Context: an optimization exercise on an open-source flow, tuned for small area and a short achievable clock period. The choices shown serve that exercise and are no tape-out recipe. RTL that was checked went through simulation tests only; none was proved equivalent to the original.

==> run a: inputs <==
==> flow/design.v (excerpt) <==
module matrix_multiplication (
    input clk,
    input reset,
    input start,
    input [127:0] A,
    input [127:0] B,
    output reg [127:0] C,
    output reg done
);
export LEC_CHECK = 0
export CAP_MARGIN = 20
export CORE_MARGIN = 2
export CORE_UTILIZATION = 40
export SLEW_MARGIN = 20
export SYNTH_HIERARCHICAL = 1
create_clock -name core_clock -period 11.0 [get_ports {clk}]
standard.sh (not shown) runs the stock make flow with config.mk's settings and CLKGATE_MAP_FILE= SYNTH_SCRIPT=/design/flow/synth_recipe.tcl, a recipe that flattens the netlist after the stock synthesis.
==> flow/flow/run.sh <==
#!/bin/bash
# Standard synthesis, then a drive-strength pass on the netlist, then the
# standard layout steps with small port buffers.
set -euo pipefail
HERE=$(pwd)
R=$HERE/orfs/results/sky130hd/matrix_multiplication/base
EXTRA=()
if [[ -f flow/extra.args ]]; then
  while read -r line; do [[ -n "$line" ]] && EXTRA+=("$line"); done < flow/extra.args
fi
bash standard.sh synth > "$HERE/log_1_synth.txt" 2>&1
cp "$R/1_2_yosys.v" "$HERE/synth_standard.v"
python3 flow/resize.py "$R/1_2_yosys.v" > "$HERE/log_1_resize.txt" 2>&1
rm -f "$R/1_synth.odb" "$R/1_synth.sdc"
bash standard.sh "${EXTRA[@]}" finish > "$HERE/log_2_layout.txt" 2>&1
==> flow/flow/extra.args <==
BUFFER_PORTS_ARGS=-buffer_cell sky130_fd_sc_hd__buf_2
SETUP_SLACK_MARGIN=2
==> flow/flow/resize.py <==
#!/usr/bin/env python3
"""Drive-strength pass on the synthesized netlist: cells that synthesis
picked at a larger drive than their loads need are set to the _1 size.
Only the cell's size changes; its function and pins stay the same."""
import re
import sys

SWAP = {
    'sky130_fd_sc_hd__a22oi_2': 'sky130_fd_sc_hd__a22oi_1',
    'sky130_fd_sc_hd__mux2_2': 'sky130_fd_sc_hd__mux2_1',
}
path = sys.argv[1]
text = open(path).read()
counts = {}


def sub(m):
    counts[m.group(1)] = counts.get(m.group(1), 0) + 1
    return SWAP[m.group(1)] + m.group(2)


pat = re.compile(r'\b(' + '|'.join(re.escape(k) for k in SWAP) + r')(\s+[^\s(]+\s*\()')
text = pat.sub(sub, text)
open(path, 'w').write(text)
for k, v in sorted(counts.items()):
    print(f'{k} -> {SWAP[k]}: {v}')
==> run b (differences from run a) <==
==> flow/flow/extra.args (replaced) <==
BUFFER_PORTS_ARGS=-buffer_cell sky130_fd_sc_hd__buf_2
==> results.toml <==
[global_route]
antenna_found_initial = 77
met2_usage_pct = 56.6

[finish]
multi_input_comb_cells = 7698
n_all_buffers = 1051

[timing]
worst_pin_slew_ns = 1.08
worst_slack_ns = 2.03

[run_status]
status = "timing/DRC/antenna clean"

[worst_setup_path]
crit_fanout = 21
rr_endpoint = "C[0]"

[power]
That was run a.
==> results.toml <==
[run_status]
status = "timing/DRC/antenna clean"

[worst_setup_path]
rr_endpoint = "C[127]"
crit_fanout = 17

[finish]
final-seq-area_um2 = 3230
n_all_buffers = 966
multi_input_comb_cells = 7697

[global_route]
antenna_found_initial = 61

[timing]
worst_pin_slew_ns = 1.29
worst_slack_ns = 1.28
That was run b.
Function was not checked in any run of this note: the RTL went through the layout flow alone.


==> wip/cedar: inputs <==
matrix_multiplication, a different RTL version from the one above (not shown whole).
==> flow/config.mk <==
export PLATFORM = sky130hd
export DESIGN_NAME = matrix_multiplication
export DESIGN_NICKNAME = matrix_multiplication
export VERILOG_FILES = /design/flow/design.v
export SDC_FILE = /design/flow/constraint.sdc
export NUM_CORES = 4
export LEC_CHECK = 0
export CAP_MARGIN = 0
export CORE_MARGIN = 2
export CORE_UTILIZATION = 40
export SLEW_MARGIN = 0
export SYNTH_HIERARCHICAL = 1
==> flow/constraint.sdc <==
create_clock -name core_clock -period 11.0 [get_ports {clk}]
set_input_delay 2.2000 -clock core_clock [delete_from_list [all_inputs] [get_ports {clk}]]
set_output_delay 2.2000 -clock core_clock [all_outputs]
set_load 0.01 [all_outputs]
==> flow/flow/run.sh <==
#!/bin/bash
# Standard synthesis, then a drive-strength pass on the netlist, then the
# standard layout steps; flow/extra.args holds the make settings for them
# (@HERE@ stands for this work folder).
set -euo pipefail
HERE=$(pwd)
R=$HERE/orfs/results/sky130hd/matrix_multiplication/base
EXTRA=()
if [[ -f flow/extra.args ]]; then
  while read -r line; do [[ -n "$line" ]] && EXTRA+=("${line//@HERE@/$HERE}"); done < flow/extra.args
fi
bash standard.sh synth > "$HERE/log_1_synth.txt" 2>&1
cp "$R/1_2_yosys.v" "$HERE/synth_standard.v"
python3 flow/resize.py "$R/1_2_yosys.v" > "$HERE/log_1_resize.txt" 2>&1
rm -f "$R/1_synth.odb" "$R/1_synth.sdc"
bash standard.sh "${EXTRA[@]}" finish > "$HERE/log_2_layout.txt" 2>&1
==> flow/flow/extra.args <==
DONT_BUFFER_PORTS=1
PRE_GLOBAL_PLACE_TCL=@HERE@/flow/pre_gpl.tcl
POST_GLOBAL_PLACE_TCL=@HERE@/flow/post_gpl.tcl
REMOVE_ABC_BUFFERS=1
SETUP_SLACK_MARGIN=3
==> flow/flow/post_gpl.tcl <==
# Let the later steps size the port buffers like any other cell.
foreach inst $::my_port_bufs { unset_dont_touch $inst }
==> flow/flow/pre_gpl.tcl <==
# Port buffers: a strong one on each input (the inputs fan out widely) and
# a small one on each output. Synthesis buffers are removed first, as the
# standard step does before it buffers the ports; the port buffers are then
# kept through that step's remove_buffers and freed for sizing afterwards.
remove_buffers
buffer_ports -inputs -buffer_cell sky130_fd_sc_hd__buf_4
buffer_ports -outputs -buffer_cell sky130_fd_sc_hd__buf_1
set ::my_port_bufs {}
foreach inst [get_cells -quiet {input* output*}] {
  lappend ::my_port_bufs $inst
  set_dont_touch $inst
}
puts "port buffers kept: [llength $::my_port_bufs]"
==> flow/flow/resize.py <==
#!/usr/bin/env python3
"""Drive-strength pass on the synthesized netlist: cells that synthesis
picked at a larger drive than their loads need are set to the _1 size.
Only the cell's size changes; its function and pins stay the same."""
import re
import sys

SWAP = {
    'sky130_fd_sc_hd__a22oi_2': 'sky130_fd_sc_hd__a22oi_1',
    'sky130_fd_sc_hd__mux2_2': 'sky130_fd_sc_hd__mux2_1',
    'sky130_fd_sc_hd__a21oi_2': 'sky130_fd_sc_hd__a21oi_1',
}
path = sys.argv[1]
text = open(path).read()
counts = {}


def sub(m):
    counts[m.group(1)] = counts.get(m.group(1), 0) + 1
    return SWAP[m.group(1)] + m.group(2)


pat = re.compile(r'\b(' + '|'.join(re.escape(k) for k in SWAP) + r')(\s+[^\s(]+\s*\()')
text = pat.sub(sub, text)
open(path, 'w').write(text)
for k, v in sorted(counts.items()):
    print(f'{k} -> {SWAP[k]}: {v}')
==> wip/willow (differences from wip/cedar) <==
--- a/flow/flow/extra.args
+++ b/flow/flow/extra.args
@@ -5 +5,2 @@
 SETUP_SLACK_MARGIN=3
+SKIP_INCREMENTAL_REPAIR=1
--- a/flow/config.mk
+++ b/flow/config.mk
@@ -9,3 +9,3 @@
 export CORE_MARGIN = 2
-export CORE_UTILIZATION = 40
+export CORE_UTILIZATION = 50
 export SLEW_MARGIN = 0
==> wip/tundra (differences from wip/cedar) <==
--- a/flow/flow/run.sh
+++ b/flow/flow/run.sh
@@ -2,4 +2,3 @@
 # Standard synthesis, then a drive-strength pass on the netlist, then the
-# standard layout steps; flow/extra.args holds the make settings for them
-# (@HERE@ stands for this work folder).
+# standard layout steps; flow/extra.args holds the make settings for them.
 set -euo pipefail
@@ -9,3 +8,3 @@
 if [[ -f flow/extra.args ]]; then
-  while read -r line; do [[ -n "$line" ]] && EXTRA+=("${line//@HERE@/$HERE}"); done < flow/extra.args
+  while read -r line; do [[ -n "$line" ]] && EXTRA+=("$line"); done < flow/extra.args
 fi
==> wip/yarrow (differences from wip/cedar) <==
--- a/flow/flow/run.sh
+++ b/flow/flow/run.sh
@@ -2,4 +2,3 @@
 # Standard synthesis, then a drive-strength pass on the netlist, then the
-# standard layout steps; flow/extra.args holds the make settings for them
-# (@HERE@ stands for this work folder).
+# standard layout steps; flow/extra.args holds the make settings for them.
 set -euo pipefail
@@ -9,3 +8,3 @@
 if [[ -f flow/extra.args ]]; then
-  while read -r line; do [[ -n "$line" ]] && EXTRA+=("${line//@HERE@/$HERE}"); done < flow/extra.args
+  while read -r line; do [[ -n "$line" ]] && EXTRA+=("$line"); done < flow/extra.args
 fi
==> flow/flow/extra.args (replaced) <==
BUFFER_PORTS_ARGS=-buffer_cell sky130_fd_sc_hd__buf_2
SETUP_SLACK_MARGIN=3
--- a/flow/config.mk
+++ b/flow/config.mk
@@ -7,6 +7,6 @@
 export LEC_CHECK = 0
-export CAP_MARGIN = 0
+export CAP_MARGIN = 20
 export CORE_MARGIN = 2
 export CORE_UTILIZATION = 40
-export SLEW_MARGIN = 0
+export SLEW_MARGIN = 20
 export SYNTH_HIERARCHICAL = 1
removed: flow/flow/post_gpl.tcl
removed: flow/flow/pre_gpl.tcl
==> results by group <==
Route
  – Initial DRT Pass Iterations: 17

Status
  – Run status: complete, no violations

STA
  – Final Hold Vio Count: 0

GRT
  – Met2 GRT Util: 0.558
  – Busiest grt layer: met2
  – Met3 Usage GRT: 0.205
  – First-pass GRT wire length: 632000 um

Critical path
  – Worst setup path end: C[95]$_DFFE_PP0P_
  – Crit end category: flop

Layout
  – Invs w/o clock: 109
  – Registers with the most flip-flops: C x128, done x1
The numbers above come from wip/cedar.

==> results by group <==
STA
  – Final Hold Vio Count: 0

GRT
  – Met2 GRT Util: 0.658
  – First-pass GRT wire length: 609000 um
  – Met3 Usage GRT: 0.244

Critical path
  – Worst setup path end: C[31]$_DFFE_PP0P_
  – Crit end category: flop

Layout
  – Registers with the most flip-flops: C x128, done x1
  – Invs w/o clock: 109

Status
  – Run status: complete, no violations
The numbers above come from wip/willow.

==> results by group <==
Status
  – Run status: aborted with a tool error
  – Halt Stage: 3_3_place_gp
  – Err: Error: global_place.tcl, 5 couldn't read file "@HERE@/flow/pre_gpl.tcl": no such file or directory

Floorplan
  – Std-Cell Rows: 168
  – Ports: 388
  – Die X: 464 um
  – Initial Utilization: 0.403
  – Die Ht: 464 um

Yosys
  – Avg Cell Area, Syn: 11.0 um^2
  – Mapped Cells: 7657
  – Syn. warnings: 7
  – Synth Cell Area: 84500 um^2

Placed design
  – Port Buf Inserts: 0
The numbers above come from wip/tundra.

==> results by group <==
Critical path
  – Worst setup path end: C[127]$_DFFE_PP0P_

GRT
  – Busiest grt layer: met2
  – First-pass GRT wire length: 638000 um

Status
  – Run status: complete, no violations

STA
  – Final Hold Vio Count: 0

Route
  – Initial DRT Pass Iterations: 15

Layout
  – Registers with the most flip-flops: C x128, done x1
The numbers above come from wip/yarrow.

[port drivers added, routing unchanged]
No port has a modelled driver above. Below, the same layouts with a new extraction and two added sets of constraints.
Step 1: set_driving_cell puts a clkbuf_16 on clk and a buf_2 on each other input, an assumption about the parent block.
Step 2 times the ports against the registers' clock, not the clock port: input delays grow and output delays shrink by t, the midpoint of the rising clock arrivals with the driver on.
a / b / c = ideal / step 1 / step 2; a / b = the first two.
| run | t (ns) | slack for setup (ns) | hold slack, ns |
|---|---|---|---|
| run a | 0.655 | 2.029 / 1.840 / 1.184 | 0.475 / 0.475 / 0.475 |
| run b | 0.663 | 1.277 / 1.343 / 0.681 | 0.476 / 0.476 / 0.476 |
| wip/cedar | 0.641 | 2.878 / 2.603 / 1.963 | 0.463 / 0.463 / 0.463 |
| wip/willow | 0.618 | 2.737 / 2.447 / 1.829 | 0.468 / 0.468 / 0.468 |
| wip/yarrow | 0.629 | 2.883 / 2.632 / 2.003 | 0.463 / 0.463 / 0.463 |
After both steps every run listed still meets setup and hold. The setup slack of wip/cedar, which loses most, moves by -0.275 ns with the drivers and by -0.915 ns with both steps.
